What follows belongs to an exercise in optimizing a design on an open flow for small area and a short achievable clock period; a production flow would make more cautious choices. Function was checked by simulation only, so behaviour that the tests miss may differ from the original. Power figures rest on the tool's default switching activity, not on a simulated workload.

<file path="flow/run.sh">
#!/bin/bash
# The standard layout, with two changes: the port buffers are plain buf_1
# cells, and the slow OR-type cells (an OR is a NOR plus an inverter in one
# cell, with a weak stacked pull-up) are kept out of synthesis and repair.
set -euo pipefail
slow=""
for c in or3 or3b or4 or4b or4bb o41a; do
  for s in 1 2 4; do slow="$slow sky130_fd_sc_hd__${c}_$s"; done
done
cp config.mk flow_config.mk
echo "export DONT_USE_CELLS += $slow" >> flow_config.mk
sed "s#DESIGN_CONFIG=[^ ]*#DESIGN_CONFIG=$PWD/flow_config.mk#" standard.sh > flow_standard.sh
export BUFFER_PORTS_ARGS="-buffer_cell sky130_fd_sc_hd__buf_1"
bash flow_standard.sh > standard.log 2>&1
</file>
<file path="standard.sh">
#!/bin/bash
# synth_recipe.tcl (not shown) runs the flow's synth.tcl, then flattens the netlist and writes it again
# the make line also repeats each setting of config.mk as NAME=value (left out here)
make -C /OpenROAD-flow-scripts/flow DESIGN_CONFIG=/design/flow/config.mk WORK_HOME=/design/flow/orfs CLKGATE_MAP_FILE= SYNTH_SCRIPT=/design/flow/synth_recipe.tcl "${@:-finish}"
</file>
<file path="config.mk">
export PLATFORM = sky130hd
export DESIGN_NAME = rr_arbiter
export DESIGN_NICKNAME = rr_arbiter
export VERILOG_FILES = /design/flow/design.v
export SDC_FILE = /design/flow/constraint.sdc
export NUM_CORES = 4
export LEC_CHECK = 0
export CAP_MARGIN = 20
export CORE_MARGIN = 2
export CORE_UTILIZATION = 40
export SETUP_SLACK_MARGIN = 4.4
export SLEW_MARGIN = 20
</file>
<file path="constraint.sdc">
create_clock -name core_clock -period 8.0 [get_ports {clk}]
set_input_delay 1.6000 -clock core_clock [delete_from_list [all_inputs] [get_ports {clk}]]
set_output_delay 1.6000 -clock core_clock [all_outputs]
set_load 0.01 [all_outputs]
</file>
<file path="design.v">
module register
# (
    parameter LOGW = 6
)
(
    input                 clk,
    input                 rst,
    input                 ack,
    input                 any,
    input      [LOGW-1:0] idx,
    output reg            valid,
    output reg [LOGW-1:0] last
);
    always @ (posedge clk, negedge rst)
        if (~rst) begin
            valid <= 1'b0;
            last  <= {LOGW{1'b1}};
        end else if (ack) begin
            valid <= any;
            if (any)
                last <= idx;
        end
endmodule
module arbiter (req, last, any, idx);
input  [63:0] req;
input  [5:0] last;
output any;
output [5:0] idx;
wire va_1_0 = req[0] | req[1];
wire [0:0] ia_1_0 = ~req[0] & req[1];
wire va_1_1 = req[2] | req[3];
wire [0:0] ia_1_1 = ~req[2] & req[3];
wire va_1_2 = req[4] | req[5];
wire [0:0] ia_1_2 = ~req[4] & req[5];
wire va_1_3 = req[6] | req[7];
wire [0:0] ia_1_3 = ~req[6] & req[7];
wire va_1_4 = req[8] | req[9];
wire [0:0] ia_1_4 = ~req[8] & req[9];
wire va_1_5 = req[10] | req[11];
wire [0:0] ia_1_5 = ~req[10] & req[11];
wire va_1_6 = req[12] | req[13];
wire [0:0] ia_1_6 = ~req[12] & req[13];
wire va_1_7 = req[14] | req[15];
wire [0:0] ia_1_7 = ~req[14] & req[15];
wire va_1_8 = req[16] | req[17];
wire [0:0] ia_1_8 = ~req[16] & req[17];
wire va_1_9 = req[18] | req[19];
wire [0:0] ia_1_9 = ~req[18] & req[19];
wire va_1_10 = req[20] | req[21];
wire [0:0] ia_1_10 = ~req[20] & req[21];
wire va_1_11 = req[22] | req[23];
wire [0:0] ia_1_11 = ~req[22] & req[23];
wire va_1_12 = req[24] | req[25];
wire [0:0] ia_1_12 = ~req[24] & req[25];
wire va_1_13 = req[26] | req[27];
wire [0:0] ia_1_13 = ~req[26] & req[27];
wire va_1_14 = req[28] | req[29];
wire [0:0] ia_1_14 = ~req[28] & req[29];
wire va_1_15 = req[30] | req[31];
wire [0:0] ia_1_15 = ~req[30] & req[31];
wire va_1_16 = req[32] | req[33];
wire [0:0] ia_1_16 = ~req[32] & req[33];
wire va_1_17 = req[34] | req[35];
wire [0:0] ia_1_17 = ~req[34] & req[35];
wire va_1_18 = req[36] | req[37];
wire [0:0] ia_1_18 = ~req[36] & req[37];
wire va_1_19 = req[38] | req[39];
wire [0:0] ia_1_19 = ~req[38] & req[39];
wire va_1_20 = req[40] | req[41];
wire [0:0] ia_1_20 = ~req[40] & req[41];
wire va_1_21 = req[42] | req[43];
wire [0:0] ia_1_21 = ~req[42] & req[43];
wire va_1_22 = req[44] | req[45];
wire [0:0] ia_1_22 = ~req[44] & req[45];
wire va_1_23 = req[46] | req[47];
wire [0:0] ia_1_23 = ~req[46] & req[47];
wire va_1_24 = req[48] | req[49];
wire [0:0] ia_1_24 = ~req[48] & req[49];
wire va_1_25 = req[50] | req[51];
wire [0:0] ia_1_25 = ~req[50] & req[51];
wire va_1_26 = req[52] | req[53];
wire [0:0] ia_1_26 = ~req[52] & req[53];
wire va_1_27 = req[54] | req[55];
wire [0:0] ia_1_27 = ~req[54] & req[55];
wire va_1_28 = req[56] | req[57];
wire [0:0] ia_1_28 = ~req[56] & req[57];
wire va_1_29 = req[58] | req[59];
wire [0:0] ia_1_29 = ~req[58] & req[59];
wire va_1_30 = req[60] | req[61];
wire [0:0] ia_1_30 = ~req[60] & req[61];
wire va_1_31 = req[62] | req[63];
wire [0:0] ia_1_31 = ~req[62] & req[63];
wire va_2_0 = va_1_0 | va_1_1;
wire [1:0] ia_2_0 = {~va_1_0 & va_1_1, ia_1_0 | ({1{~va_1_0}} & ia_1_1)};
wire va_2_1 = va_1_2 | va_1_3;
wire [1:0] ia_2_1 = {~va_1_2 & va_1_3, ia_1_2 | ({1{~va_1_2}} & ia_1_3)};
wire va_2_2 = va_1_4 | va_1_5;
wire [1:0] ia_2_2 = {~va_1_4 & va_1_5, ia_1_4 | ({1{~va_1_4}} & ia_1_5)};
wire va_2_3 = va_1_6 | va_1_7;
wire [1:0] ia_2_3 = {~va_1_6 & va_1_7, ia_1_6 | ({1{~va_1_6}} & ia_1_7)};
wire va_2_4 = va_1_8 | va_1_9;
wire [1:0] ia_2_4 = {~va_1_8 & va_1_9, ia_1_8 | ({1{~va_1_8}} & ia_1_9)};
wire va_2_5 = va_1_10 | va_1_11;
wire [1:0] ia_2_5 = {~va_1_10 & va_1_11, ia_1_10 | ({1{~va_1_10}} & ia_1_11)};
wire va_2_6 = va_1_12 | va_1_13;
wire [1:0] ia_2_6 = {~va_1_12 & va_1_13, ia_1_12 | ({1{~va_1_12}} & ia_1_13)};
wire va_2_7 = va_1_14 | va_1_15;
wire [1:0] ia_2_7 = {~va_1_14 & va_1_15, ia_1_14 | ({1{~va_1_14}} & ia_1_15)};
wire va_2_8 = va_1_16 | va_1_17;
wire [1:0] ia_2_8 = {~va_1_16 & va_1_17, ia_1_16 | ({1{~va_1_16}} & ia_1_17)};
wire va_2_9 = va_1_18 | va_1_19;
wire [1:0] ia_2_9 = {~va_1_18 & va_1_19, ia_1_18 | ({1{~va_1_18}} & ia_1_19)};
wire va_2_10 = va_1_20 | va_1_21;
wire [1:0] ia_2_10 = {~va_1_20 & va_1_21, ia_1_20 | ({1{~va_1_20}} & ia_1_21)};
wire va_2_11 = va_1_22 | va_1_23;
wire [1:0] ia_2_11 = {~va_1_22 & va_1_23, ia_1_22 | ({1{~va_1_22}} & ia_1_23)};
wire va_2_12 = va_1_24 | va_1_25;
wire [1:0] ia_2_12 = {~va_1_24 & va_1_25, ia_1_24 | ({1{~va_1_24}} & ia_1_25)};
wire va_2_13 = va_1_26 | va_1_27;
wire [1:0] ia_2_13 = {~va_1_26 & va_1_27, ia_1_26 | ({1{~va_1_26}} & ia_1_27)};
wire va_2_14 = va_1_28 | va_1_29;
wire [1:0] ia_2_14 = {~va_1_28 & va_1_29, ia_1_28 | ({1{~va_1_28}} & ia_1_29)};
wire va_2_15 = va_1_30 | va_1_31;
wire [1:0] ia_2_15 = {~va_1_30 & va_1_31, ia_1_30 | ({1{~va_1_30}} & ia_1_31)};
wire va_3_0 = va_2_0 | va_2_1;
wire [2:0] ia_3_0 = {~va_2_0 & va_2_1, ia_2_0 | ({2{~va_2_0}} & ia_2_1)};
wire va_3_1 = va_2_2 | va_2_3;
wire [2:0] ia_3_1 = {~va_2_2 & va_2_3, ia_2_2 | ({2{~va_2_2}} & ia_2_3)};
wire va_3_2 = va_2_4 | va_2_5;
wire [2:0] ia_3_2 = {~va_2_4 & va_2_5, ia_2_4 | ({2{~va_2_4}} & ia_2_5)};
wire va_3_3 = va_2_6 | va_2_7;
wire [2:0] ia_3_3 = {~va_2_6 & va_2_7, ia_2_6 | ({2{~va_2_6}} & ia_2_7)};
wire va_3_4 = va_2_8 | va_2_9;
wire [2:0] ia_3_4 = {~va_2_8 & va_2_9, ia_2_8 | ({2{~va_2_8}} & ia_2_9)};
wire va_3_5 = va_2_10 | va_2_11;
wire [2:0] ia_3_5 = {~va_2_10 & va_2_11, ia_2_10 | ({2{~va_2_10}} & ia_2_11)};
wire va_3_6 = va_2_12 | va_2_13;
wire [2:0] ia_3_6 = {~va_2_12 & va_2_13, ia_2_12 | ({2{~va_2_12}} & ia_2_13)};
wire va_3_7 = va_2_14 | va_2_15;
wire [2:0] ia_3_7 = {~va_2_14 & va_2_15, ia_2_14 | ({2{~va_2_14}} & ia_2_15)};
wire va_4_0 = va_3_0 | va_3_1;
wire [3:0] ia_4_0 = {~va_3_0 & va_3_1, ia_3_0 | ({3{~va_3_0}} & ia_3_1)};
wire va_4_1 = va_3_2 | va_3_3;
wire [3:0] ia_4_1 = {~va_3_2 & va_3_3, ia_3_2 | ({3{~va_3_2}} & ia_3_3)};
wire va_4_2 = va_3_4 | va_3_5;
wire [3:0] ia_4_2 = {~va_3_4 & va_3_5, ia_3_4 | ({3{~va_3_4}} & ia_3_5)};
wire va_4_3 = va_3_6 | va_3_7;
wire [3:0] ia_4_3 = {~va_3_6 & va_3_7, ia_3_6 | ({3{~va_3_6}} & ia_3_7)};
wire va_5_0 = va_4_0 | va_4_1;
wire [4:0] ia_5_0 = {~va_4_0 & va_4_1, ia_4_0 | ({4{~va_4_0}} & ia_4_1)};
wire va_5_1 = va_4_2 | va_4_3;
wire [4:0] ia_5_1 = {~va_4_2 & va_4_3, ia_4_2 | ({4{~va_4_2}} & ia_4_3)};
wire va_6_0 = va_5_0 | va_5_1;
wire [5:0] ia_6_0 = {~va_5_0 & va_5_1, ia_5_0 | ({5{~va_5_0}} & ia_5_1)};
wire [15:0] grp;
wire [3:0] col_0 = {req[48], req[32], req[16], req[0]};
assign grp[0] = col_0[last[5:4]];
wire [3:0] col_1 = {req[49], req[33], req[17], req[1]};
assign grp[1] = col_1[last[5:4]];
wire [3:0] col_2 = {req[50], req[34], req[18], req[2]};
assign grp[2] = col_2[last[5:4]];
wire [3:0] col_3 = {req[51], req[35], req[19], req[3]};
assign grp[3] = col_3[last[5:4]];
wire [3:0] col_4 = {req[52], req[36], req[20], req[4]};
assign grp[4] = col_4[last[5:4]];
wire [3:0] col_5 = {req[53], req[37], req[21], req[5]};
assign grp[5] = col_5[last[5:4]];
wire [3:0] col_6 = {req[54], req[38], req[22], req[6]};
assign grp[6] = col_6[last[5:4]];
wire [3:0] col_7 = {req[55], req[39], req[23], req[7]};
assign grp[7] = col_7[last[5:4]];
wire [3:0] col_8 = {req[56], req[40], req[24], req[8]};
assign grp[8] = col_8[last[5:4]];
wire [3:0] col_9 = {req[57], req[41], req[25], req[9]};
assign grp[9] = col_9[last[5:4]];
wire [3:0] col_10 = {req[58], req[42], req[26], req[10]};
assign grp[10] = col_10[last[5:4]];
wire [3:0] col_11 = {req[59], req[43], req[27], req[11]};
assign grp[11] = col_11[last[5:4]];
wire [3:0] col_12 = {req[60], req[44], req[28], req[12]};
assign grp[12] = col_12[last[5:4]];
wire [3:0] col_13 = {req[61], req[45], req[29], req[13]};
assign grp[13] = col_13[last[5:4]];
wire [3:0] col_14 = {req[62], req[46], req[30], req[14]};
assign grp[14] = col_14[last[5:4]];
wire [3:0] col_15 = {req[63], req[47], req[31], req[15]};
assign grp[15] = col_15[last[5:4]];
wire [15:0] above = ~({16{1'b1}} >> (15 - last[3:0]));
wire [15:0] grpm = grp & above;
wire mva_1_0 = grpm[0] | grpm[1];
wire [0:0] mia_1_0 = ~grpm[0] & grpm[1];
wire mva_1_1 = grpm[2] | grpm[3];
wire [0:0] mia_1_1 = ~grpm[2] & grpm[3];
wire mva_1_2 = grpm[4] | grpm[5];
wire [0:0] mia_1_2 = ~grpm[4] & grpm[5];
wire mva_1_3 = grpm[6] | grpm[7];
wire [0:0] mia_1_3 = ~grpm[6] & grpm[7];
wire mva_1_4 = grpm[8] | grpm[9];
wire [0:0] mia_1_4 = ~grpm[8] & grpm[9];
wire mva_1_5 = grpm[10] | grpm[11];
wire [0:0] mia_1_5 = ~grpm[10] & grpm[11];
wire mva_1_6 = grpm[12] | grpm[13];
wire [0:0] mia_1_6 = ~grpm[12] & grpm[13];
wire mva_1_7 = grpm[14] | grpm[15];
wire [0:0] mia_1_7 = ~grpm[14] & grpm[15];
wire mva_2_0 = mva_1_0 | mva_1_1;
wire [1:0] mia_2_0 = {~mva_1_0 & mva_1_1, mia_1_0 | ({1{~mva_1_0}} & mia_1_1)};
wire mva_2_1 = mva_1_2 | mva_1_3;
wire [1:0] mia_2_1 = {~mva_1_2 & mva_1_3, mia_1_2 | ({1{~mva_1_2}} & mia_1_3)};
wire mva_2_2 = mva_1_4 | mva_1_5;
wire [1:0] mia_2_2 = {~mva_1_4 & mva_1_5, mia_1_4 | ({1{~mva_1_4}} & mia_1_5)};
wire mva_2_3 = mva_1_6 | mva_1_7;
wire [1:0] mia_2_3 = {~mva_1_6 & mva_1_7, mia_1_6 | ({1{~mva_1_6}} & mia_1_7)};
wire mva_3_0 = mva_2_0 | mva_2_1;
wire [2:0] mia_3_0 = {~mva_2_0 & mva_2_1, mia_2_0 | ({2{~mva_2_0}} & mia_2_1)};
wire mva_3_1 = mva_2_2 | mva_2_3;
wire [2:0] mia_3_1 = {~mva_2_2 & mva_2_3, mia_2_2 | ({2{~mva_2_2}} & mia_2_3)};
wire mva_4_0 = mva_3_0 | mva_3_1;
wire [3:0] mia_4_0 = {~mva_3_0 & mva_3_1, mia_3_0 | ({3{~mva_3_0}} & mia_3_1)};
wire gvm_4_0 = mva_4_0;
wire [3:0] gim_4_0 = mia_4_0;
wire vm_5_0 = last[4] ? gvm_4_0 : (gvm_4_0 | va_4_1);
wire [4:0] im_5_0 = last[4] ? {gvm_4_0, gim_4_0} : {~gvm_4_0 & va_4_1, gim_4_0 | ({4{~gvm_4_0}} & ia_4_1)};
wire vm_5_1 = last[4] ? gvm_4_0 : (gvm_4_0 | va_4_3);
wire [4:0] im_5_1 = last[4] ? {gvm_4_0, gim_4_0} : {~gvm_4_0 & va_4_3, gim_4_0 | ({4{~gvm_4_0}} & ia_4_3)};
wire vm_6_0 = last[5] ? vm_5_1 : (vm_5_0 | va_5_1);
wire [5:0] im_6_0 = last[5] ? {vm_5_1, im_5_1} : {~vm_5_0 & va_5_1, im_5_0 | ({5{~vm_5_0}} & ia_5_1)};
assign any = va_6_0;
assign idx = im_6_0 | ({6{~vm_6_0}} & ia_6_0);
endmodule
module decoder
# (
    parameter WIDTH = 64,
    parameter LOGW = 6
)
(
    input              valid,
    input  [LOGW-1:0]  in,
    output [WIDTH-1:0] out
);
    localparam H = LOGW / 2;
    localparam N = 1 << H;
    wire [N-1:0] hi = {{(N-1){1'b0}}, valid} << in[LOGW-1:H];
    wire [N-1:0] lo = {{(N-1){1'b0}}, 1'b1} << in[H-1:0];
    genvar i;
    generate
        for (i = 0; i < WIDTH; i = i + 1) begin : dec
            assign out[i] = hi[i / N] & lo[i % N];
        end
    endgenerate
endmodule
module rr_arbiter(clk, resetb, ack, request, grant);
	parameter integer WIDTH = 64;
	localparam integer LOGW = 6;
	input clk, resetb, ack;
	input [WIDTH - 1:0] request;
	output [WIDTH - 1:0] grant;
	wire            valid;
	wire [LOGW-1:0] last;
	wire            any;
	wire [LOGW-1:0] idx;
	arbiter arbiter(.req(request), .last(last), .any(any), .idx(idx));
	register #(.LOGW(LOGW)) state(.clk(clk), .rst(resetb), .ack(ack), .any(any), .idx(idx), .valid(valid), .last(last));
	decoder #(.WIDTH(WIDTH), .LOGW(LOGW)) final_decoder(.valid(valid), .in(last), .out(grant));
endmodule
</file>
==> results of run 1 <==
metal layers:
metal	part of all wire	wire (um)	vias to the layer above
met4	0.016	150	0
li1	-	-	1644
met1	0.43	4110	1537
met2	0.49	4670	172
met5	0	0	-
met3	0.057	543	12
flip-flops by register name, indices dropped and copies added (netlist names):
| signal | cells |
|---|---|
| state.valid | 1 |
| state.last | 6 |
final cells by class:
class / count / area (um^2)
fill: 613 / 2660
multi-input combinational: 334 / 2130
sequential: 7 / 190
tap: 75 / 93.8
timing repair buffer: 137 / 619
inverter: 19 / 71.3
clock buffer: 4 / 45.0
timing repair:
action	4_1_cts	5_1_grt
resized for setup	6	50
setup endpoints to repair	47	41
setup buffers	1	6
pin swaps	3	5
cloned	0	0
power by group through the flow:
| stage | sequential, mW | combinational [mW] | clock, mW |
|---|---|---|---|
| after global placement | 0.154 | 0.472 | 0 |
| final | 0.151 | 0.531 | 0.0489 |
| after global routing | 0.160 | 0.581 | 0.0506 |
| after detailed placement | 0.154 | 0.477 | 0 |
| after floorplan | 0.0720 | 0.432 | 0 |
| after CTS | 0.157 | 0.489 | 0.0489 |
stage by stage:
stage,power (mW),hold WS (ns),worst slack (ns),util
2_1_floorplan,0.504,0.566,4.49,-
3_3_place_gp,0.626,0.598,4.06,0.494
3_5_place_dp,0.631,0.612,4.07,0.494
4_1_cts,0.695,0.617,4.41,0.507
5_1_grt,0.791,0.653,4.37,0.542
6_report,0.731,0.630,4.47,0.542
logic make-up (layout without fill, tap and decap cells):
family,after synthesis,count (layout),synth area share
muxes,15,15,0.147
AOI/OAI and AO/OA,109,109,0.303
buffers and inverters,34,160,0.0624
and+or+nand+nor,210,210,0.410
DFF,7,7,0.0772
layout by cell type (no fill, tap or decap), types with 2 or more instances in the layout:
| cell | n |
|---|---|
| o211ai_1 | 3 |
| buf_1 | 122 |
| mux4_1 | 2 |
| a31oi_1 | 2 |
| a22oi_1 | 3 |
| o21bai_1 | 4 |
| dfstp_2 | 4 |
| nor2b_1 | 8 |
| nor4_2 | 10 |
| nor4_1 | 4 |
| and2_1 | 3 |
| dfstp_4 | 2 |
| and3_1 | 3 |
| o22ai_1 | 2 |
| or2_1 | 3 |
| o41ai_1 | 2 |
| inv_1 | 17 |
| clkbuf_8 | 3 |
| o21ai_0 | 14 |
| nand3_1 | 10 |
| o21a_1 | 3 |
| and2_4 | 3 |
| nand2b_1 | 5 |
| nor2_1 | 105 |
| a211o_1 | 3 |
| buf_6 | 5 |
| a211oi_1 | 5 |
| nand3_2 | 2 |
| o221ai_1 | 2 |
| o21ai_1 | 6 |
| nand4_1 | 2 |
| buf_4 | 6 |
| nor3_1 | 13 |
| o32a_1 | 3 |
| a21oi_1 | 37 |
| nor3b_2 | 2 |
| buf_8 | 4 |
| o31ai_1 | 6 |
| mux4_2 | 13 |
| nand2_1 | 30 |
worst max-delay path: stages:
cell and delay (ns):
buf_8 0.10, mux4_2 0.51, o21a_1 0.23, nor4_4 0.28, nor3b_2 0.22, and2_4 0.20, o221a_4 0.21, o2111ai_2 0.13
a31oi_1 0.21
worst max-delay path by stage:
stage                         startpoint                         to  slack [ns]
4_1_cts                      request[61]  state.last[3]$_DFFE_PN1P_        4.41
3_5_place_dp                 request[63]  state.last[3]$_DFFE_PN1P_        4.07
2_1_floorplan  state.last[5]$_DFFE_PN1P_                  grant[56]        4.49
5_1_grt                      request[62]  state.last[3]$_DFFE_PN1P_        4.37
6_report                     request[63]  state.last[3]$_DFFE_PN1P_        4.47
3_3_place_gp                 request[63]  state.last[3]$_DFFE_PN1P_        4.06
==> run summary, run 1 <==
The part of the power in combinational logic came out at 0.727. Share of flip-flops with an asynchronous set or reset: 1.00. The slew at the pin closest to its max-slew limit works out to 0.578 ns. For the cell area after technology mapping, the log shows 0.00237 mm^2.

The worst relative slew slack came out at 0.611. The number of stages on the worst hold path was 2; the fraction of the yosys area taken by sequential cells was 0.0772. The number of synthesis warnings is 1, and the count of nets after finishing is 569. The clock slew at the register clock pins of the worst setup and hold paths was 0.04 ns. Switching part of the total: 0.549. The core area was 0.00582 mm^2. The path type of the worst min-delay path is flop to flop. For the static leakage power, the log shows 1.03 nW.

Clock tree synthesis selected as its root buffer the cell clkbuf_8. The routability congestion estimate from global placement came out at 0.918. The number of enable-type register cells in the synthesized netlist came out at 0.

The residual antenna-violating net count after detailed routing is 0, and the count of cells along the worst register-to-register path is 8. From left edge to right edge, the die measures 80.9 um. In this run the critical register-to-register path is launched from state.last[4]$_DFFE_PN1P_. The area growth from synthesis to layout is 33.2%. Dividing the detail-routed via count by the number of cells gives 5.84. The worst setup path is of the primary input to flop kind.

The placed cell area is 0.00287 mm^2. For the cell-internal power, the log shows 0.329 mW. The commonest register cell after synthesis was dfstp_2. The launch point of the worst hold path is state.last[3]$_DFFE_PN1P_. For this run, the top clock speed supported by timing is 283 MHz. The final number of max-transition violations was 0; the cell count after placement was 565. The number of endpoints with negative hold slack in the final report is 0, and the routed wirelength normalized by instance count is 16.4 um. The tools report the met2 usage as 0.476. The global routing's busiest layer is met2.

The logs give 2 for the maximum count of clock buffers along a single path and 5 for the detailed-router iteration count before antenna repair. Number of diodes added for antenna fixing: 0. TritonCTS created 3 clock buffers. The tools report the capturing point of the worst reg2reg path as state.last[3]$_DFFE_PN1P_. The synthesized design spends more area on one cell type than any other, namely nor2_1. The run gives 32 as the largest net degree at the start of global routing. The final setup TNS is 0 ns. The wire length of the first global-routing pass is 13,400 um. Global routing finished with a remaining overflow of 0. Launching element type of the critical path: a primary input. The data required time at the worst endpoint is 8.15 ns. The met3 routing resource usage after global routing was 0.00778; the worst clock skew was 0.000408 ns. TritonCTS built the clock tree.

For this design the ratio of total power to cell area is 232 mW/mm^2. The finished cells cover 0.00315 mm^2. The die boundary height was 80.9 um; the number of global-route vias before repair was 2,725. The tools report the top-level I/O count as 131. The routed layout has 3,365 vias.

The finished layout holds 576 standard cells, fillers aside. The total global routing track utilization is 0.265, and the maximum ir drop on the vdd rail is 0.000159 V. The mean cell area of the mapped netlist was 6.31 um^2. The total number of H-tree levels is 1, and the floorplan die area is 0.00655 mm^2.

The tools report the number of failing setup endpoints in the final timing report as 0. Counting I/O delays and the setup requirement, the final critical path takes 3.53 ns. In this run the core area contains 28 standard-cell rows. The total wire length after detailed routing is 9480 um, and the share of final-layout standard cells stronger than drive strength 1 is 0.124.

The area share of the leading cell type in the synthesized netlist was 0.166. For this design, the CTS-stage hold fixing added 0 buffers. The number of remaining DRC errors is 0, and the maximum fanout encountered on the critical timing path is 5. The global-route track usage on met1 is 0.350.

The synthesized netlist contains 61 unique library cells. In this run, synthesis produced a sequential element count of 7. For the net count of the mapped netlist, the log shows 442. Port buffering added 130 buffers. In the post-synthesis netlist, the biggest area contributors are nor2_1, mux4_2, a21oi_1. For this block, the initial DRC count from the detailed router was 162. The logs give 7480 um for the placed wire-length estimate after detailed placement and 375 for the number of standard cells after synthesis.

In this run the power spent charging and discharging nets is 0.401 mW. By instance count, the leading cell after synthesis is nor2_1. Counting every sink on the clock net gives 7.

For the worst setup path, the data arrival time is 3.68 ns. Period utilization: 0.442. The number of antenna violations at the first check in global routing is 0. The logs give 0.407 for the initial core utilization and 5.05 ns for the setup slack of the most critical reg-to-reg path. The tools report the worst hold endpoint as state.last[3]$_DFFE_PN1P_. Relative contribution of the clock network to total power: 0.067.

The run finished with no timing, DRC or antenna violations. The proportion of power drawn by flip-flops and latches was 0.206; the number of max-capacitance violations reported was 0. Setup repair after global routing could not meet its margin everywhere.

The worst setup path is captured at a flop. The later pin in the worst-skew pair is clocked with a latency of 0.22 ns. After synthesis, the most frequently instantiated cells are nor2_1, a21oi_1, nand2_1.
==> run 2, diff against run 1 <==
--- a/config.mk
+++ b/config.mk
@@ -8,5 +8,5 @@
 export CAP_MARGIN = 20
 export CORE_MARGIN = 2
 export CORE_UTILIZATION = 40
-export SETUP_SLACK_MARGIN = 4.4
+export SETUP_SLACK_MARGIN = 4.3
 export SLEW_MARGIN = 20
==> run 2 against run 1 <==
Core utilization shrank 2.6 points. Still clean. Largest power group unchanged. Sequential cell count is the same. Cell count shrank 0.87%.
==> run summary, run 2 <==
Setup repair after global routing could not meet its margin everywhere. Ranked by flip-flop count, first place goes to state.last. The type of the worst setup path is primary input to flop.

The fraction of the yosys area taken by sequential cells is 0.0772, and the power per unit of standard cell area is 237 mW/mm^2. After synthesis the cells add up to 0.00237 mm^2. The count of input and output buffers was 130. The data required time at the worst endpoint was 8.14 ns. On the critical path, the stage with the largest delay is an instance of mux4_2.

Flip-flop count of the largest register, all copies and words added: 6. The tools report the number of endpoints with negative hold slack in the final report as 0. The clock latency of the later-clocked register in the worst-skew pair was 0.22 ns; the number of antenna violations at the first check in global routing was 0.

Dividing the detail-routed via count by the number of cells gives 5.85. The die is 80.9 um tall. When the netlist entered floorplanning its net count stood at 442. In this run, synthesis inferred 0 flip-flops with an integrated enable.

The wire length of the first global-routing pass was 13,400 um. The largest registers in the layout are state.last (6), state.valid (1). The detail route stage leaves a number of antenna-violating nets equal to 0.

The flow ran to the end and the layout has no timing, DRC or antenna violations. The placed cell area was 0.00287 mm^2. The floorplan step defined a die boundary enclosing 0.00655 mm^2.

Synthesis handed over a netlist of 375 instances. Synthesis instantiated 61 different standard cells from the library. For this run, the leading register cell type out of synthesis is dfstp_2. For the pin with the worst max-slew slack, the measured transition is 0.631 ns. The clock period could shrink to 3.62 ns. The repair_antennas step left the layout with diodes totalling 0.

At the end of routability-driven placement, the weighted congestion stood at 0.918. The tools report the final number of max-transition violations as 0. The maximum fanout encountered on the critical timing path was 5; the worst clock skew was 0.000426 ns.

Traced cell by cell, the critical path runs through buf_1 > mux4_2 > o21a_1 > nor4_4 > nor3b_2 > and2_4 > o221a_4 > o2111ai_1 > a31oi_1. The most common cell in the synthesized netlist is nor2_1. The core area is 0.00582 mm^2, and the number of synthesis warnings is 1. Hold repair after CTS inserted 0 buffers.

The cell area after layout was 0.00300 mm^2; the width of the chip was 80.9 um. After legalization and detailed placement, the total HPWL measured 7480 um. The clock sink count was 7; the maximum count of clock buffers along a single path was 2. After detailed routing, the number of remaining DRC violations is 0.

The setup check on the worst reg-to-reg path leaves a slack of 5.04 ns. The mean cell area of the mapped netlist came out at 6.31 um^2. In this run, CTS created clock tree buffers numbering 3. In the layout the commonest cells are buf_1, nor2_1, a21oi_1, nand2_1, inv_1. For the detailed-router iteration count before antenna repair, the log shows 6.

The share of final-layout standard cells stronger than drive strength 1 was 0.0766. The run gives 0.957 nW as the static leakage power. For this block, the initial DRC count from the detailed router was 215.

The area growth from synthesis to layout is 26.7%. Total wire length after detailed routing: 9250 um. Clock-pin slew was measured on the worst setup and hold paths at 0.04 ns.

Entering global routing, the biggest net connects 32 pins. In this run the count of I/O pins placed on the die edge is 131. STA puts the critical path data arrival time at 3.76 ns. Routed wirelength normalized by instance count: 16.2 um.

The worst hold path belongs to the class flop to flop. Max-cap violations in this run came to 0. The area share of the leading cell type in the synthesized netlist came out at 0.166. The flip-flop and latch count after synthesis came out at 7. The run gives 0.576 as the worst relative slew slack. By area the synthesized netlist is led by nor2_1, mux4_2, a21oi_1.

Grouping stages by cell kind, the critical path spends the most delay in compound AO/OA/AOI/OAI gates. Static timing analysis puts the maximum clock frequency at 276 MHz. Period utilization: 0.452.

In this run the clock root is driven by a clkbuf_8. Setup violations remaining at the end of the flow were counted as 0. The total global routing track utilization came out at 0.263.

The logs give 2,718 for the number of global-route vias before repair and 1 for the total number of H-tree levels. STA classifies the critical path endpoint as a flop. The total grt overflow was 0; the final core utilization was 0.516.

Across the VDD grid, the largest voltage drop is 0.000158 V. The count of buffer and inverter cells on the critical path was 1; the critical path's largest stage delay was 0.53 ns. The library cell used most frequently in the layout, excluding fill and tap cells, is buf_1.

The launching element type of the critical path is a primary input. TritonCTS built the clock tree. The final setup TNS came out at 0 ns.

The commonest cells after synthesis are nor2_1, a21oi_1, nand2_1. The via count of the routed design was 3,339. The tools report the initial core utilization as 0.407.

After the last flow step, the layout net total stands at 564. Row generation in the floorplan step produced 28 rows. The share of flip-flops with an asynchronous set or reset works out to 1.00. The cell taking the most area after synthesis was nor2_1.
==> run 2: worst paths after layout <==
| path | startpoint | endpoint | depth (start not counted) |
|---|---|---|---|
| max reg2reg | state.last[4]$_DFFE_PN1P_ | state.last[3]$_DFFE_PN1P_ | 8 |
| max | request[62] | state.last[3]$_DFFE_PN1P_ | 9 |
| min | state.last[3]$_DFFE_PN1P_ | state.last[3]$_DFFE_PN1P_ | 2 |
| min in group asynchronous | resetb | state.valid$_DFFE_PN0P_ | 1 |
| min reg2reg | state.last[3]$_DFFE_PN1P_ | state.last[3]$_DFFE_PN1P_ | 2 |
| max in group asynchronous | resetb | state.last[2]$_DFFE_PN1P_ | 1 |
==> run 2: logic make-up after synthesis <==
family	after synthesis	synth area share
buffers and inverters	34	0.0624
AO/OA/AOI/OAI	109	0.303
flip-flops	7	0.0772
multiplexers	15	0.147
AND/OR/NAND/NOR	210	0.410
==> run 2: metrics by stage <==
stage	power [mW]	worst slack (ns)	hold slack, ns	instances
floorplan	0.504	4.49	0.566	375
global placement	0.626	4.06	0.598	565
detailed placement	0.631	4.07	0.612	565
CTS	0.689	4.34	0.617	569
global route	0.773	4.27	0.653	571
finish	0.711	4.38	0.630	571
==> run 2: cell type report <==
class	count	area [um^2]
clock buffer	4	45.0
sequential	7	190
fill	637	2820
tap	75	93.8
inverter	19	71.3
timing repair buffer	132	510
multi-input combinational	334	2090
==> run 2: layer usage <==
| metal | GRT usage | wire (um) |
|---|---|---|
| met5 | 0 | 0 |
| met1 | 0.345 | 4020 |
| met2 | 0.478 | 4540 |
| met3 | 0.00778 | 520 |
| met4 | 0.0644 | 170 |
==> run 2: timing repair <==
action	in CTS	in global routing
resized for setup	3	7
buffers inserted	0	2
setup endpoints to repair	25	38
pin swaps	0	0
==> run 2: power by group <==
group | leakage [nW] | switching [mW] | internal [mW]
combinational | 0.860 | 0.298 | 0.215
sequential | 0.0744 | 0.0824 | 0.0667
clock | 0.0228 | 0.0142 | 0.0344
total | 0.957 | 0.395 | 0.316
==> run 2: worst register-to-register path, cell delays in order, from the launching register on <==
cell and delay, ns:
dfstp_4 0.78, mux4_1 0.66, and2_1 0.22, nor4_4 0.24
nor3b_2 0.22, and2_4 0.20, o221a_4 0.21, o2111ai_1 0.14
a31oi_1 0.22
==> run 3, diff against run 2 <==
==> flow/run.sh (replaced) <==
#!/bin/bash
# The standard layout, with two changes: the port buffers are plain buf_1
# cells, and slow cells are kept out of synthesis and repair: the OR types
# (a NOR plus an inverter in one cell) and the cells with four stacked
# transistors in one network.
set -euo pipefail
slow=""
for c in or3 or3b or4 or4b or4bb o41a o41ai a41o a41oi a2111o a2111oi o2111a o2111ai nor4b nor4bb and4b and4bb; do
  for s in 1 2 4; do slow="$slow sky130_fd_sc_hd__${c}_$s"; done
done
cp config.mk flow_config.mk
echo "export DONT_USE_CELLS += $slow" >> flow_config.mk
sed "s#DESIGN_CONFIG=[^ ]*#DESIGN_CONFIG=$PWD/flow_config.mk#" standard.sh > flow_standard.sh
export BUFFER_PORTS_ARGS="-buffer_cell sky130_fd_sc_hd__buf_1"
bash flow_standard.sh > standard.log 2>&1
--- a/config.mk
+++ b/config.mk
@@ -8,5 +8,5 @@
 export CAP_MARGIN = 20
 export CORE_MARGIN = 2
 export CORE_UTILIZATION = 40
-export SETUP_SLACK_MARGIN = 4.3
+export SETUP_SLACK_MARGIN = 4.0
 export SLEW_MARGIN = 20
==> run 3 against run 2 <==
Area after synthesis is essentially flat. Routed wire length grew 2.8%. Via count grew 1.2%. Clock skew is essentially flat. Synthesized cell count grew 0.27%. Critical path depth is the same. Register-to-register slack lost 0.39 ns. Fmax shrank 7.3%. Setup slack lost 0.29 ns. Largest cell class unchanged. Highest routed layer unchanged.
==> run summary, run 3 <==
The flow ran to the end and the layout has no timing, DRC or antenna violations. Summed over all cells, the static leakage comes to 0.943 nW. At the end of routability-driven placement, the weighted congestion stood at 1.02. For the worst relative slew slack, the log shows 0.507. The largest registers in the layout are state.last (6), state.valid (1). OpenSTA, run right after detailed placement, puts the worst setup slack at 3.91 ns. The run gives 260 as the starting DRC count in detailed routing. By count the netlist is led by nor2_1, a21oi_1, nand2_1. 0 antenna diodes ended up in the layout. For the number of synthesis warnings, the log shows 1. Library cell with the highest instance count after synthesis: nor2_1. The tools report the endpoint class of the critical path as a flop.

The total number of H-tree levels came out at 1. The number of antenna violations at the first check in global routing was 0; the initial core utilization was 0.407. The worst setup path is launched from a primary input.

The final number of max-transition violations was 0. The synthesized design spends more area on one cell type than any other, namely nor2_1. Excluding fillers, the count of instances in the completed layout stands at 569. The type of the worst setup path is primary input to flop. For the worst clock skew, the log shows 0.000371 ns. The part of the power in combinational logic was 0.713; the core area was 0.00582 mm^2. The placement row count was 28. The detailed-route vias per instance was 5.94; the flip-flop and latch count after synthesis was 7.

Data arrives at the worst endpoint at 4.06 ns. Final hold analysis gives a worst-case slack of 0.621 ns. Max-cap violations in this run came to 0. The via count of the routed design is 3,380, and the number of endpoints with negative hold slack in the final report is 0. The wire length of the first global-routing pass came out at 14,100 um.

The internal power of the cells totals 0.323 mW. Setup repair after global routing left no endpoint under its margin. The data required time at the worst endpoint is 8.16 ns, and the net count of the mapped netlist is 443. The library cell used most frequently in the layout, excluding fill and tap cells, is buf_1. For the total chip power, the log shows 0.738 mW.

In the final timing run, aggregate negative setup slack is 0 ns. The count of input and output buffers was 130; the cell area after technology mapping was 0.00237 mm^2. Maximum count of clock buffers along a single path: 2.

The total grt overflow came out at 0. The switching part of the total was 0.562. The period utilization was 0.488; the maximum fanout encountered on the critical timing path was 6. In this run the worst hold path is classified as flop to flop. The detailed-router iteration count before antenna repair came out at 5.

Synthesis produced a netlist whose cell count is 376. The share of final-layout standard cells stronger than drive strength 1 is 0.0769, and the area share of the leading cell type in the synthesized netlist is 0.163. Entering global routing, the biggest net connects 36 pins. The number of failing setup endpoints in the final timing report was 0. The netlist uses 53 different library cells. In this run the remaining antenna-violating nets after routing total 0. The top cell types in the final layout, fill and taps aside, are buf_1, nor2_1, a21oi_1, nand2_1, inv_1.

The floorplan step set the die width to 80.9 um. For the number of global-route vias before repair, the log shows 2,818. The tools report the total wire length after detailed routing as 9510 um.

The run gives 0.000120 V as the maximum ir drop on the vdd rail. The die boundary height is 80.9 um, and the total global routing track utilization is 0.278. At the pin with the least slew margin, the transition time is 0.733 ns. The later pin in the worst-skew pair is clocked with a latency of 0.22 ns. The clock slew at the register clock pins of the worst setup and hold paths is 0.04 ns.

The timing-limited maximum frequency was 256 MHz. After detailed routing, the number of remaining DRC violations is 0. Once detailed placement completed, the half-perimeter wirelength came to 7710 um. TritonCTS built the clock tree.

The commonest register cell after synthesis is dfstp_2. Root buffer cell: clkbuf_8. The tools report the fraction of the yosys area taken by sequential cells as 0.0772. The synthesized design contains 0 enable-type register cells. Compared with the post-synthesis result, the final layout area differs by 23.8%. The tree built by TritonCTS fans out to 7 sinks. In this run the power density over the cells is 252 mW/mm^2. Including well taps, the total number of placed cells is 565.

In the post-route analysis, the smallest setup slack over all paths is 4.10 ns. At the end of the flow, the number of nets in the layout was 562. The die covers 0.00655 mm^2. The share of flip-flops with an asynchronous set or reset is 1.00.

Buffers inserted during clock tree synthesis total 3. The proportion of power drawn by flip-flops and latches is 0.220, and the mean cell area of the mapped netlist is 6.29 um^2. After detailed routing, the average wire length per cell comes to 16.7 um. The worst path in the final design needs a cycle of 3.90 ns, including I/O delays and setup. The flip-flop count of the largest register, all copies and words added was 6; the relative contribution of the clock network to total power was 0.067. The tools report the post-cts hold buffer count as 0. After synthesis, the cell types taking the most area are nor2_1, mux4_2, a21oi_1. The top register by number of flip-flops is state.last.

131 I/O pins were placed. The run gives 0.415 mW as the switching component of the power.
==> run 3: per-layer routing <==
| metal | global-route usage | up-vias | part of all wire | wire length (um) |
|---|---|---|---|---|
| li1 | - | 1622 | - | - |
| met1 | 0.335 | 1522 | 0.41 | 3870 |
| met2 | 0.537 | 220 | 0.49 | 4670 |
| met3 | 0.0222 | 16 | 0.087 | 824 |
| met4 | 0.0525 | 0 | 0.015 | 146 |
| met5 | 0 | - | 0 | 0 |
==> run 3: power groups by stage <==
stage	sequential [mW]	combinational [mW]	clock, mW
finish	0.162	0.526	0.0497
global route	0.172	0.570	0.0527
CTS	0.161	0.516	0.0498
detailed placement	0.159	0.514	0
global placement	0.158	0.514	0
floorplan	0.0697	0.468	0
==> run 3: cell type report <==
cell class | count | area (um^2)
repair buffers | 130 | 488
clock buffers | 4 | 45.0
well taps | 75 | 93.8
fillers | 590 | 2890
flip-flops and latches | 7 | 186
multi-input cells | 332 | 2040
inverters | 21 | 78.8
==> run 3: timing repair <==
item	4_1_cts	5_1_grt
setup buffers	0	0
resized for setup	1	2
setup endpoints to repair	1	4
==> run 3: metrics by stage <==
stage	utilization	instance area (um^2)
floorplan	-	2370
global placement	0.494	2870
detailed placement	0.494	2870
CTS	0.502	2920
global route	0.504	2930
finish	0.504	2930
==> run 3: final timing paths <==
kind | depth (start not counted) | slack [ns] | end | from
min in group asynchronous | 1 | 1.26 | state.valid$_DFFE_PN0P_ | resetb
hold reg to reg | 2 | 0.62 | state.valid$_DFFE_PN0P_ | state.valid$_DFFE_PN0P_
hold / removal | 2 | 0.62 | state.valid$_DFFE_PN0P_ | state.valid$_DFFE_PN0P_
setup / recovery | 9 | 4.10 | state.last[3]$_DFFE_PN1P_ | request[63]
max in group asynchronous | 1 | 6.44 | state.last[2]$_DFFE_PN1P_ | resetb
setup reg to reg | 8 | 4.65 | state.last[3]$_DFFE_PN1P_ | state.last[4]$_DFFE_PN1P_
==> run 3: cell families after synthesis <==
| kind of cell | share of synthesized area |
|---|---|
| AO/OA/AOI/OAI | 0.302 |
| buffers and inverters | 0.0661 |
| flip-flops | 0.0772 |
| multiplexers | 0.153 |
| AND/OR/NAND/NOR | 0.401 |
==> run 3: worst max-delay path: stages <==
cell and delay (ns):
buf_1 0.12, mux4_2 0.55, o21a_1 0.23, nor4_2 0.29, nor3b_2 0.31, nand2_2 0.14, a211o_1 0.33, o311a_1 0.37
a21oi_2 0.11
==> run 4, diff against run 3 <==
--- a/config.mk
+++ b/config.mk
@@ -8,5 +8,5 @@
 export CAP_MARGIN = 20
 export CORE_MARGIN = 2
 export CORE_UTILIZATION = 40
-export SETUP_SLACK_MARGIN = 4.0
+export SETUP_SLACK_MARGIN = 4.3
 export SLEW_MARGIN = 20
==> run 4 against run 3 <==
Area after synthesis stayed put. Clock skew increased by 0.0023 ns. Sequential share of layout area down 0.39 points. Sequential cell count unchanged. Hold slack improved by 0.0022 ns. Critical path type unchanged. Largest cell class unchanged. Largest power group unchanged.
==> run summary, run 4 <==
The run finished with no timing, DRC or antenna violations. The period utilization is 0.468. Derived from the worst setup path, the maximum achievable clock frequency is 267 MHz. The largest net degree at the start of global routing was 36. The finished layout holds 577 standard cells, fillers aside. The launching point of the worst reg2reg path is state.last[5]$_DFFE_PN1P_. The worst clock skew is 0.00267 ns.

In the post-synthesis netlist, the biggest area contributors are nor2_1, mux4_2, a21oi_1. For the count of nets after finishing, the log shows 570. The routed wirelength normalized by instance count came out at 16.8 um. The critical path starts at request[62]. Traced cell by cell, the critical path runs through buf_8 > mux4_2 > o21a_1 > nor4_4 > nor3b_4 > nand2_2 > a211o_4 > o311a_1 > a21oi_2. The number of antenna violations at the first check in global routing came out at 0. The share of flip-flops with an asynchronous set or reset was 1.00. The switching part of the total was 0.550; the number of synthesis warnings was 1.

The logs give 2,864 for the number of global-route vias before repair and 4.26 ns for the least setup slack across all paths after layout. The number of endpoints with negative hold slack in the final report is 0. Cell depth of the worst setup path: 9.

The number of failing setup endpoints in the final timing report was 0. The tools report the final setup TNS as 0 ns. The routed design could run at a clock period as short as 3.74 ns. In this run the power density over the cells is 253 mW/mm^2. On the worst path, the slowest cell contributes a delay of 0.51 ns. Synthesis handed over a netlist of 376 instances. Number of remaining DRC errors: 0. The launching element type of the critical path is a primary input.

The capturing point of the worst reg2reg path was state.last[3]$_DFFE_PN1P_. CTS placed an instance of clkbuf_8 at the clock tree root. Broken down by cell family, the worst path's largest delay share belongs to compound AO/OA/AOI/OAI gates. At the end of routability-driven placement, the weighted congestion stood at 0.982. The netlist uses 53 different library cells.

The later pin in the worst-skew pair is clocked with a latency of 0.23 ns. The count of nets left with antenna violations once routing finished came out at 0. STA puts the critical path data arrival time at 3.91 ns. The total global routing track utilization was 0.286. After synthesis, the largest family of logic cells by area is simple AND/OR/NAND/NOR gates.

The library cell with the highest instance count after synthesis is nor2_1. The number of clock buffers added by TritonCTS is 3. The run gives 0 as the number of diodes added for antenna fixing. Setup repair after global routing could not meet its margin everywhere. Summing every instance area after synthesis gives 0.00237 mm^2. The worst relative slew slack came out at 0.526.

The worst setup path is captured at a flop. The relative contribution of the clock network to total power was 0.065. In the final layout, the multi-input gates occupy 0.00208 mm^2. The simple-gate share of the synthesized area was 0.401.

The tools report the proportion of power drawn by flip-flops and latches as 0.194. The mux cell area share after synthesis is 0.153. The compound-gate portion of the synthesized area was 0.302; the number of max-capacitance violations reported was 0. The final number of max-transition violations is 0.

The cell count after placement is 565. TritonCTS built the clock tree. The design draws 0.789 mW. The run gives 0 as the post-cts hold buffer count. In this run the worst setup path terminates at state.last[3]$_DFFE_PN1P_.

The startpoint identified for the worst hold timing path is state.last[2]$_DFFE_PN1P_. The total overflow left after global routing is 0. The worst setup path is of the primary input to flop kind. The tools report the net count of the mapped netlist as 443. The analysis attributes to cell leakage a power of 1.04 nW. 131 I/O pins were placed.

The slew at the pin closest to its max-slew limit works out to 0.704 ns. In the layout the commonest cells are buf_1, nor2_1, a21oi_1, nand2_1, inv_1. For the minimum hold slack, the log shows 0.623 ns. More flip-flops sit in one register than any other, and that register is state.last.

The area share of the leading cell type in the synthesized netlist works out to 0.163. For the maximum count of clock buffers along a single path, the log shows 2. CTS saw 7 sinks. The relative area change from synthesis to final layout was 31.9%. The largest registers in the layout are state.last (6), state.valid (1). Adder and majority cell fraction of the synthesized area: 0.

The count of input and output buffers is 130, and the mean cell area of the mapped netlist is 6.29 um^2. The core area is 0.00582 mm^2. The tools report the initial core utilization as 0.407. For this design, the slowest cell found on the critical path is mux4_2.

Across all register-to-register paths, the minimum setup slack is 4.73 ns. The worst hold path belongs to the class flop to flop. In this run the power spent charging and discharging nets is 0.434 mW. The count of buffer and inverter cells on the critical path is 1, and the wire length of the first global-routing pass is 14,300 um. The filler cells instantiated in the layout total 577. In this run the vertical extent of the chip is 80.9 um. The run gives 3,378 as the via count of the routed design. Wires add up to 9720 um. The initialized floorplan defines 28 standard-cell rows. The fraction of the yosys area taken by sequential cells came out at 0.0772. The worst register-to-register path has a depth of 7.

Synthesis inferred 7 register bits. The logs give 1 for the total number of H-tree levels and 8.17 ns for the data required time at the worst endpoint. The floorplan step set the die width to 80.9 um.

The flip-flop count of the largest register, all copies and words added came out at 6. The floorplan die area is 0.00655 mm^2, and the pre-CTS setup slack is 3.94 ns. The worst-case IR drop observed on VDD is 0.0000951 V. The most used flip-flop cell after synthesis is dfstp_2. Using the TritonRoute via totals, the vias-per-cell ratio works out to 5.85. Share of final-layout standard cells stronger than drive strength 1: 0.124.

Along the worst path, the maximum fanout reaches 5. The part of the power in combinational logic is 0.741. By count the netlist is led by nor2_1, a21oi_1, nand2_1.

The internal portion of the total power is 0.355 mW. The number of enable-type register cells in the synthesized netlist works out to 0. Cell taking the most area after synthesis: nor2_1.

The placed wire-length estimate after detailed placement is 7630 um. The clock slew at the register clock pins of the worst setup and hold paths came out at 0.04 ns. The most frequent standard cell in the layout excluding fill and tap cells was buf_1. Summing all flip-flop and latch instances after layout gives 186 um^2. The first routing iteration left 310 violations. The synthesized-area fraction occupied by xor and xnor cells is 0, and the detailed-router iteration count before antenna repair is 6.
-- run 4: cell types whose count changed in the layout (fill, tap and decap cells not counted), moves of 2 or more --
cell,previous run,this run
buf_8,0,2
nor4_1,14,12
buf_1,130,119
buf_6,0,9
buf_4,0,7
-- run 4: through the flow --
stage / utilization / cell area [um^2]
floorplan: - / 2370
global placement: 0.494 / 2870
detailed placement: 0.494 / 2870
CTS: 0.517 / 3000
global route: 0.537 / 3120
finish: 0.537 / 3120
-- run 4: worst min path at each step --
stage | to | slack [ns] | depth (start not counted)
final | state.last[2]$_DFFE_PN1P_ | 0.62 | 2
after global routing | state.last[1]$_DFFE_PN1P_ | 0.65 | 2
after CTS | state.last[2]$_DFFE_PN1P_ | 0.62 | 2
after detailed placement | state.last[2]$_DFFE_PN1P_ | 0.61 | 2
after global placement | state.last[2]$_DFFE_PN1P_ | 0.60 | 2
after floorplan | state.last[3]$_DFFE_PN1P_ | 0.55 | 2
-- run 4: power by group through the flow --
| stage | clock network, mW | logic [mW] | registers (mW) |
|---|---|---|---|
| after floorplan | 0 | 0.469 | 0.0697 |
| after global placement | 0 | 0.507 | 0.159 |
| after detailed placement | 0 | 0.511 | 0.160 |
| after CTS | 0.0509 | 0.542 | 0.162 |
| after global routing | 0.0532 | 0.633 | 0.161 |
| final | 0.0512 | 0.585 | 0.153 |
-- run 4: cell type report --
class / count / area share
multi-input cells: 332 / 0.667
repair buffers: 138 / 0.204
flip-flops and latches: 7 / 0.0597
well taps: 75 / 0.0301
inverters: 21 / 0.0253
clock buffers: 4 / 0.0144
-- run 4: tightest hold or removal path, delay by kind of cell (launching register included) --
kind,cells,cell delay (ns)
AO/OA/AOI/OAI,1,0.05
AND/OR/NAND/NOR,1,0.12
flip-flops,1,0.44
-- run 4: logic make-up after synthesis --
| kind of cell | Yosys count |
|---|---|
| flops | 7 |
| simple gates | 205 |
| buf+inv | 37 |
| compound gates | 110 |
| mux | 17 |
-- run 4: layer usage --
| layer | up-vias | wire length (um) | GRT usage |
|---|---|---|---|
| li1 | 1635 | - | - |
| met1 | 1523 | 3860 | 0.327 |
| met2 | 204 | 4900 | 0.545 |
| met3 | 16 | 762 | 0.0278 |
| met4 | 0 | 205 | 0.108 |
| met5 | - | 0 | 0 |
-- run 4: what timing repair did --
| item | CTS | global route |
|---|---|---|
| gates resized for setup | 14 | 34 |
| pin swaps | 5 | 6 |
| endpoints found under the setup margin | 20 | 34 |
| setup buffers | 5 | 3 |
==> run 5, diff against run 4 <==
==> flow/run.sh (replaced) <==
#!/bin/bash
# The standard layout with three changes:
# - Yosys's ABC maps the logic with flow/abc.script (one area-recovering
#   mapping after choice computation) instead of ORFS's speed script; the
#   rest of the synthesis, synth_recipe.tcl included, is unchanged.
# - Slow cells are kept out of synthesis and repair: the OR types (a NOR plus
#   an inverter in one cell) and the cells with four stacked transistors.
# - The port buffers are plain buf_1 cells.
set -euo pipefail
here=$PWD
slow=""
for c in or3 or3b or4 or4b or4bb o41a o41ai a41o a41oi a2111o a2111oi o2111a o2111ai nor4b nor4bb and4b and4bb; do
  for s in 1 2 4; do slow="$slow sky130_fd_sc_hd__${c}_$s"; done
done
cp config.mk flow_config.mk
echo "export DONT_USE_CELLS += $slow" >> flow_config.mk
cat > flow_synth.tcl <<EOT
proc abc {args} {
  set i [lsearch -exact \$args -script]
  if {\$i >= 0} { set args [lreplace \$args \$i [expr {\$i + 1}] -script $here/flow/abc.script] }
  yosys abc {*}\$args
}
source $here/synth_recipe.tcl
EOT
sed -e "s#DESIGN_CONFIG=[^ ]*#DESIGN_CONFIG=$here/flow_config.mk#" \
    -e "s#SYNTH_SCRIPT=[^ ]*#SYNTH_SCRIPT=$here/flow_synth.tcl#" standard.sh > flow_standard.sh
export BUFFER_PORTS_ARGS="-buffer_cell sky130_fd_sc_hd__buf_1"
bash flow_standard.sh > standard.log 2>&1
==> flow/abc.script (new file) <==
&get -n
&st
&syn2
&dch -f
&nf -a
&put
==> run 5 against run 4 <==
Still clean on timing, DRC and antenna. Area after synthesis down 5.8%. Routed wire length increased by 1.7%. Core utilization grew 1.6 points. Power fell by 19%. Synthesized cell count shrank 3.7%. Combinational power decreased by 22%. Critical path type unchanged. Largest cell class unchanged.
==> run summary, run 5 <==
The flow ran to the end and the layout has no timing, DRC or antenna violations. The largest individual stage delay along the critical path comes from the cell mux4_2. For the clock sink count, the log shows 7. The run gives 0.716 as the part of the power in combinational logic. The final cell count without fillers is 571.

Via count of the routed design: 3,452. The switching part of the total was 0.571; the proportion of power drawn by flip-flops and latches was 0.203. The signal on the critical path passes through buf_1 > mux4_2 > nor2b_1 > o22a_1 > nor4_2 > nand2_2 > nor2_1 > o21ai_0 > a31oi_1.

The detailed-route vias per instance came out at 6.05. The initial core utilization was 0.410; the number of endpoints with negative hold slack in the final report was 0. For the number of synthesis warnings, the log shows 1. Counting the fill cells in the layout gives 596.

TritonCTS built the clock tree. The clock buffer count from CTS is 3. The wire-length estimate of the detail-placed layout is 7850 um. For the arrival time of data at the critical path endpoint, the log shows 3.75 ns.

The residual antenna-violating net count after detailed routing is 0, and the final setup TNS is 0 ns. The total global routing track utilization is 0.308, and the flip-flop and latch count after synthesis is 7. In this run the cell area of the synthesized design comes to 0.00223 mm^2. The period utilization is 0.450, and the relative contribution of the clock network to total power is 0.081. The critical path is of the primary input to flop type. The launching element type of the critical path is a primary input.

At the later pin of the worst-skew pair, clock insertion delay measures 0.24 ns. In this run, post-CTS hold repair placed 0 buffers. After detailed routing, the average wire length per cell comes to 17.3 um. The timing-limited maximum frequency is 278 MHz. The floorplan step set the die width to 78.7 um. The flip-flop count of the largest register, all copies and words added works out to 6. The count of nets after finishing came out at 567. The setup check on the worst reg-to-reg path leaves a slack of 5.06 ns. The fraction of the yosys area taken by sequential cells is 0.0819, and the total number of H-tree levels is 1. The most common cell in the synthesized netlist is nor2_1. For the final number of max-transition violations, the log shows 0. Ranked by total cell area, the synthesized netlist is headed by nor2_1, mux4_2, dfstp_2. In the layout the commonest cells are buf_1, nor2_1, nand2_1, a21oi_1, clkinv_1. Max-cap violations in this run came to 0. The repair_antennas step left the layout with diodes totalling 0. Setup repair after global routing could not meet its margin everywhere. The min-delay analysis places its worst path in the category flop to flop. The worst register-to-register path begins at state.last[4]$_DFFE_PN1P_. Routability-driven placement finished with a final weighted congestion of 0.992. By count the netlist is led by nor2_1, nand2_1, a21oi_1.

STA puts the critical path data required time at 8.15 ns. Number of standard cells after synthesis: 362. For this block, the initial DRC count from the detailed router was 240.

The switching component of the power was 0.364 mW; the worst relative slew slack was 0.630. The floorplan has 27 rows. The number of antenna violations at the first check in global routing came out at 0.

The top register by number of flip-flops is state.last. In this run, synthesis inferred 0 flip-flops with an integrated enable. The number of global-route vias before repair was 3,004. The internal portion of the total power is 0.274 mW. The synthesized design spends more area on one cell type than any other, namely nor2_1. Entering global routing, the biggest net connects 33 pins. The endpoint identified for the worst register-to-register timing path is state.last[1]$_DFFE_PN1P_. The maximum fanout encountered on the critical timing path is 5, and the clock slew at the register clock pins of the worst setup and hold paths is 0.04 ns. The area growth from synthesis to layout is 34.8%. The static leakage power came out at 0.897 nW. The share of flip-flops with an asynchronous set or reset was 1.00. The commonest register cell after synthesis is dfstp_2.

In this run, placement finished with an instance count of 565. The area share of the leading cell type in the synthesized netlist is 0.177. For this run, the slowest stage of the critical path takes 0.53 ns.

The floorplan die area was 0.00619 mm^2. The routed design could run at a clock period as short as 3.60 ns. The share of final-layout standard cells stronger than drive strength 1 is 0.0862, and the total wire length after detailed routing is 9880 um.

The count of input and output buffers works out to 130. The slew at the pin closest to its max-slew limit is 0.550 ns, and the power per unit of standard cell area is 212 mW/mm^2. The count of cells along the worst register-to-register path was 8; the least setup slack across all paths after layout was 4.40 ns. The end of the critical path was state.last[1]$_DFFE_PN1P_. The core area is 0.00544 mm^2. In the final layout, the registers with the most flip-flops are state.last (6), state.valid (1). The launching element of the worst setup path was request[63]. After detailed routing, the number of remaining DRC violations is 0. CTS placed an instance of clkbuf_8 at the clock tree root. Leaving out fill and tap cells, the most frequent cell in the layout is buf_1. The worst-case IR drop observed on VDD is 0.0000993 V.

In this run the vertical extent of the chip is 78.7 um. Averaged over all synthesized cells, the footprint is 6.16 um^2. Prior to clock tree synthesis, the placed netlist has a worst setup slack of 3.90 ns. The run gives 2 as the maximum count of clock buffers along a single path.

For this run the aggregate overflow at the end of global routing stands at 0. Net count of the mapped netlist: 429. Counting distinct cell types in the post-synthesis netlist gives 41.

The first global-routing pass estimated 15,000 um of wire. The worst clock skew is 0.00127 ns. Setup violations remaining at the end of the flow were counted as 0. The endpoint class of the critical path is a flop. The pre-antenna-repair detailed-routing pass consisted of 5 iterations. Pin placement for this block handled 131 I/O pins.
==> run 5: area by class of cell <==
cell class	count	area, um^2	area share
Multi-Input combinational cell	334	2080	0.693
Tap cell	72	90.1	0.0300
Inverter	21	78.8	0.0262
Sequential cell	7	190	0.0633
Timing Repair Buffer	133	518	0.172
Clock buffer	4	45.0	0.0150
==> run 5: routing by layer <==
metal,track usage,share of wire,routed length (um),vias up
met5,0,0,0,-
met2,0.568,0.50,4930,214
met4,0.0789,0.021,203,0
met1,0.372,0.40,3920,1589
met3,0.0425,0.084,835,18
li1,-,-,-,1631
==> run 5: worst min path at each step <==
stage | start | end | slack (ns) | cells past startpoint
3_3_place_gp | state.last[2]$_DFFE_PN1P_ | state.last[2]$_DFFE_PN1P_ | 0.59 | 2
2_1_floorplan | state.last[2]$_DFFE_PN1P_ | state.last[2]$_DFFE_PN1P_ | 0.54 | 2
3_5_place_dp | state.last[2]$_DFFE_PN1P_ | state.last[2]$_DFFE_PN1P_ | 0.60 | 2
5_1_grt | state.last[0]$_DFFE_PN1P_ | state.last[0]$_DFFE_PN1P_ | 0.64 | 1
4_1_cts | state.last[2]$_DFFE_PN1P_ | state.last[2]$_DFFE_PN1P_ | 0.60 | 2
6_report | state.last[2]$_DFFE_PN1P_ | state.last[2]$_DFFE_PN1P_ | 0.60 | 2
==> run 5: power groups by stage <==
stage	registers (mW)	logic (mW)	clock network [mW]
floorplan	0.112	0.300	0
global placement	0.137	0.408	0
detailed placement	0.137	0.412	0
CTS	0.139	0.420	0.0517
global route	0.138	0.501	0.0540
finish	0.129	0.457	0.0515
==> run 5: metrics by stage <==
| stage | power, mW | utilization | hold slack (ns) | area [um^2] |
|---|---|---|---|---|
| 5_1_grt | 0.693 | 0.553 | 0.638 | 3010 |
| 2_1_floorplan | 0.412 | - | 0.542 | 2230 |
| 3_5_place_dp | 0.550 | 0.518 | 0.597 | 2820 |
| 6_report | 0.638 | 0.553 | 0.602 | 3010 |
| 3_3_place_gp | 0.545 | 0.518 | 0.591 | 2820 |
| 4_1_cts | 0.611 | 0.531 | 0.603 | 2890 |
==> run 5: cells by family (layout without fill, tap and decap cells) <==
logic type,count (synthesis),count (layout),synth area share
multiplexers,14,14,0.141
buffers and inverters,21,158,0.0354
AO/OA/AOI/OAI,106,106,0.311
AND/OR/NAND/NOR,214,214,0.430
flip-flops,7,7,0.0819
==> run 5: critical path, delay by kind of cell <==
kind,cells,cell delay (ns)
and+or+nand+nor,4,0.89
AOI/OAI and AO/OA,3,0.58
buffers and inverters,1,0.14
muxes,1,0.53
==> run 5: repair_timing <==
| item | in CTS | in global routing |
|---|---|---|
| endpoints found under the setup margin | 41 | 23 |
| cloned | 0 | 0 |
| setup buffers | 0 | 2 |
| pin swaps | 0 | 0 |
| resized for setup | 6 | 17 |
| hold endpoints to repair | 0 | 0 |
==> run 6, diff against run 5 <==
--- a/flow/run.sh
+++ b/flow/run.sh
@@ -3,13 +3,13 @@
 # - Yosys's ABC maps the logic with flow/abc.script (one area-recovering
 #   mapping after choice computation) instead of ORFS's speed script; the
 #   rest of the synthesis, synth_recipe.tcl included, is unchanged.
-# - Slow cells are kept out of synthesis and repair: the OR types (a NOR plus
-#   an inverter in one cell) and the cells with four stacked transistors.
+# - The slow OR-type cells (a NOR plus an inverter in one cell, with a weak
+#   stacked pull-up) are kept out of synthesis and repair.
 # - The port buffers are plain buf_1 cells.
 set -euo pipefail
 here=$PWD
 slow=""
-for c in or3 or3b or4 or4b or4bb o41a o41ai a41o a41oi a2111o a2111oi o2111a o2111ai nor4b nor4bb and4b and4bb; do
+for c in or3 or3b or4 or4b or4bb o41a; do
   for s in 1 2 4; do slow="$slow sky130_fd_sc_hd__${c}_$s"; done
 done
 cp config.mk flow_config.mk
--- a/config.mk
+++ b/config.mk
@@ -8,5 +8,5 @@
 export CAP_MARGIN = 20
 export CORE_MARGIN = 2
 export CORE_UTILIZATION = 40
-export SETUP_SLACK_MARGIN = 4.3
+export SETUP_SLACK_MARGIN = 4.0
 export SLEW_MARGIN = 20
==> run 6 against run 5 <==
Still clean. Cell count is 1.8% lower. Via count down 0.17%. Core utilization decreased by 2.0 points. Power grew 5.2%. Routed wire length fell by 2.6%. Clock-buffer cell count unchanged. Critical path type unchanged. Largest cell class unchanged.
==> run summary, run 6 <==
The run finished with no timing, DRC or antenna violations. The relative area change from synthesis to final layout is 30.1%. For this run, the top clock speed supported by timing is 260 MHz.

The first detailed-routing pass took 5 iterations. For the net count of the mapped netlist, the log shows 422. The biggest area contributor in the post-synthesis netlist is nor2_1.

Final setup TNS: 0 ns. The core area was 0.00544 mm^2; the slew at the pin closest to its max-slew limit was 0.756 ns. During I/O placement, the number of pins put on the boundary was 131.

The die boundary height was 78.6 um; the number of remaining DRC errors was 0. The tools report the number of antenna violations at the first check in global routing as 0. The library cell with the highest instance count after synthesis is nor2_1. The commonest register cell after synthesis was dfstp_2. Counting flops per register, the top entry is state.last. In the post-synthesis netlist, the biggest area contributors are nor2_1, mux4_2, dfstp_2.

Flip-flop and latch count after synthesis: 7. By count the netlist is led by nor2_1, nand2_1, a21oi_1. The number of standard cells after synthesis is 355. The logs give 0 for the number of endpoints with negative hold slack in the final report and 0 for the post-cts hold buffer count. The run gives 3,027 as the number of global-route vias before repair.

The type of the worst setup path was primary input to flop. The arrival time of data at the critical path endpoint was 3.99 ns; the clock buffer count from CTS was 3. The floorplan die area came out at 0.00618 mm^2. Of all nets on the critical path, the largest fanout is 7. The worst relative slew slack was 0.492.

The endpoint class of the critical path is a flop. The routed wirelength normalized by instance count is 17.2 um, and the total wire length after detailed routing is 9620 um. The total of fill cells in the finished design was 567; the flip-flop count of the largest register, all copies and words added was 6.

Entering global routing, the biggest net connects 32 pins. The family of cells with the greatest summed delay on the critical path was simple AND/OR/NAND/NOR gates. The detailed router placed 3,446 vias in this run. For the maximum ir drop on the vdd rail, the log shows 0.000162 V.

The floorplan step set the die width to 78.6 um. The largest single stage delay on the critical path is 0.53 ns. Buffers placed on the I/O ports in this run total 130. The final number of max-transition violations is 0, and the power per unit of standard cell area is 231 mW/mm^2. Counting distinct cell types in the post-synthesis netlist gives 44.

A synthesized cell averages 6.28 um^2. The total global routing track utilization came out at 0.303. The placement row count is 27.

The largest registers in the layout are state.last (6), state.valid (1). The tools report the initial core utilization as 0.410. Number of failing setup endpoints in the final timing report: 0. The count of buffer and inverter cells on the critical path was 1. The total grt overflow is 0. Once detailed placement completed, the half-perimeter wirelength came to 7760 um. The period utilization is 0.480, and the clock slew at the register clock pins of the worst setup and hold paths is 0.04 ns. The number of synthesis warnings came out at 1.

The slowest stage of the critical path is the mux4_2 cell. The worst hold path belongs to the class flop to flop. The critical path goes through buf_1 > mux4_2 > and3_1 > a311o_1 > or2_0 > nor2_1 > nand2_1 > a21o_1 > a22o_1. The clock latency of the later-clocked register in the worst-skew pair was 0.22 ns; the area share of the leading cell type in the synthesized netlist was 0.168.

CTS placed an instance of clkbuf_8 at the clock tree root. Leaving out fill and tap cells, the most frequent cells in the layout are buf_1, nor2_1, nand2_1, a21oi_1, clkinv_1. The run gives 0 as the number of diodes added for antenna fixing.

The residual antenna-violating net count after detailed routing is 0, and the static leakage power is 0.895 nW. Setup repair after global routing could not meet its margin everywhere. TritonCTS built the clock tree.

The cell area after technology mapping was 0.00223 mm^2. For the starting DRC count in detailed routing, the log shows 358. The detailed-route vias per instance is 6.14.
## run 6: changes by cell type after synthesis, sizes merged, moves of 3 or more
cell,change
o21ai,-6
nor2,-5
nand2,-4
o2bb2ai,+4
a22oi,+3
nand2b,-3
## run 6: per-stage QoR
step / worst slack (ns) / utilization / std cells / total power, mW / hold WS (ns)
finish: 4.16 / 0.533 / 561 / 0.671 / 0.600
global route: 4.00 / 0.533 / 561 / 0.722 / 0.623
CTS: 4.09 / 0.524 / 561 / 0.654 / 0.597
detailed placement: 3.93 / 0.516 / 557 / 0.602 / 0.590
global placement: 3.94 / 0.516 / 557 / 0.603 / 0.580
floorplan: 4.39 / - / 355 / 0.447 / 0.524
## run 6: final cells by class
cell class / instances / area (um^2) / area share
multi-input cells: 326 / 2010 / 0.692
repair buffers: 130 / 488 / 0.168
flip-flops and latches: 7 / 186 / 0.0643
well taps: 72 / 90.1 / 0.0311
inverters: 22 / 82.6 / 0.0285
clock buffers: 4 / 45.0 / 0.0155
## run 6: cell families (layout without fill, tap and decap cells)
group,count (synthesis),after routing,synth area share
AOI/OAI and AO/OA,109,109,0.335
buffers and inverters,22,156,0.0371
DFF,7,7,0.0820
muxes,13,13,0.131
and+or+nand+nor,204,204,0.414
## run 6: timing repair
item / CTS / global route
resized for setup: 0 / 8
endpoints found under the setup margin: 0 / 18
setup buffers: 0 / 0
## run 6: final timing paths
check                                          start                   endpoint  slack, ns  cells after the start
hold / removal             state.last[2]$_DFFE_PN1P_  state.last[2]$_DFFE_PN1P_       0.60                      2
min in group asynchronous                     resetb    state.valid$_DFFE_PN0P_       1.25                      1
max in group asynchronous                     resetb  state.last[1]$_DFFE_PN1P_       6.46                      1
setup reg to reg           state.last[5]$_DFFE_PN1P_  state.last[4]$_DFFE_PN1P_       4.71                      8
setup / recovery                         request[51]  state.last[4]$_DFFE_PN1P_       4.16                      9
hold reg to reg            state.last[2]$_DFFE_PN1P_  state.last[2]$_DFFE_PN1P_       0.60                      2
## run 6: tightest hold or removal path: stages (launching register included)
cell	delay (ns)
dfstp_2	0.44
nand2_1	0.08
o31ai_1	0.07
## run 6: power breakdown
part,switching (mW),internal (mW),total [mW]
Clock,0.0140,0.0344,0.0483
Combinational,0.286,0.186,0.472
Sequential,0.0858,0.0648,0.151
Total,0.385,0.285,0.671
## run 6: metal layers
layer  wire, um  up-vias  track usage
li1           -     1609            -
met1       4020     1593        0.400
met2       4480      215        0.515
met3        873       29       0.0448
met4        252        0       0.0789
met5          0        -            0

Setup slack of run 6, layout unchanged: 4.157 ns with ideal ports, 4.154 ns with driving cells assumed (clock clkbuf_16, inputs buf_2), 3.914 ns with port delays also shifted by the 0.239 ns mid clock arrival.
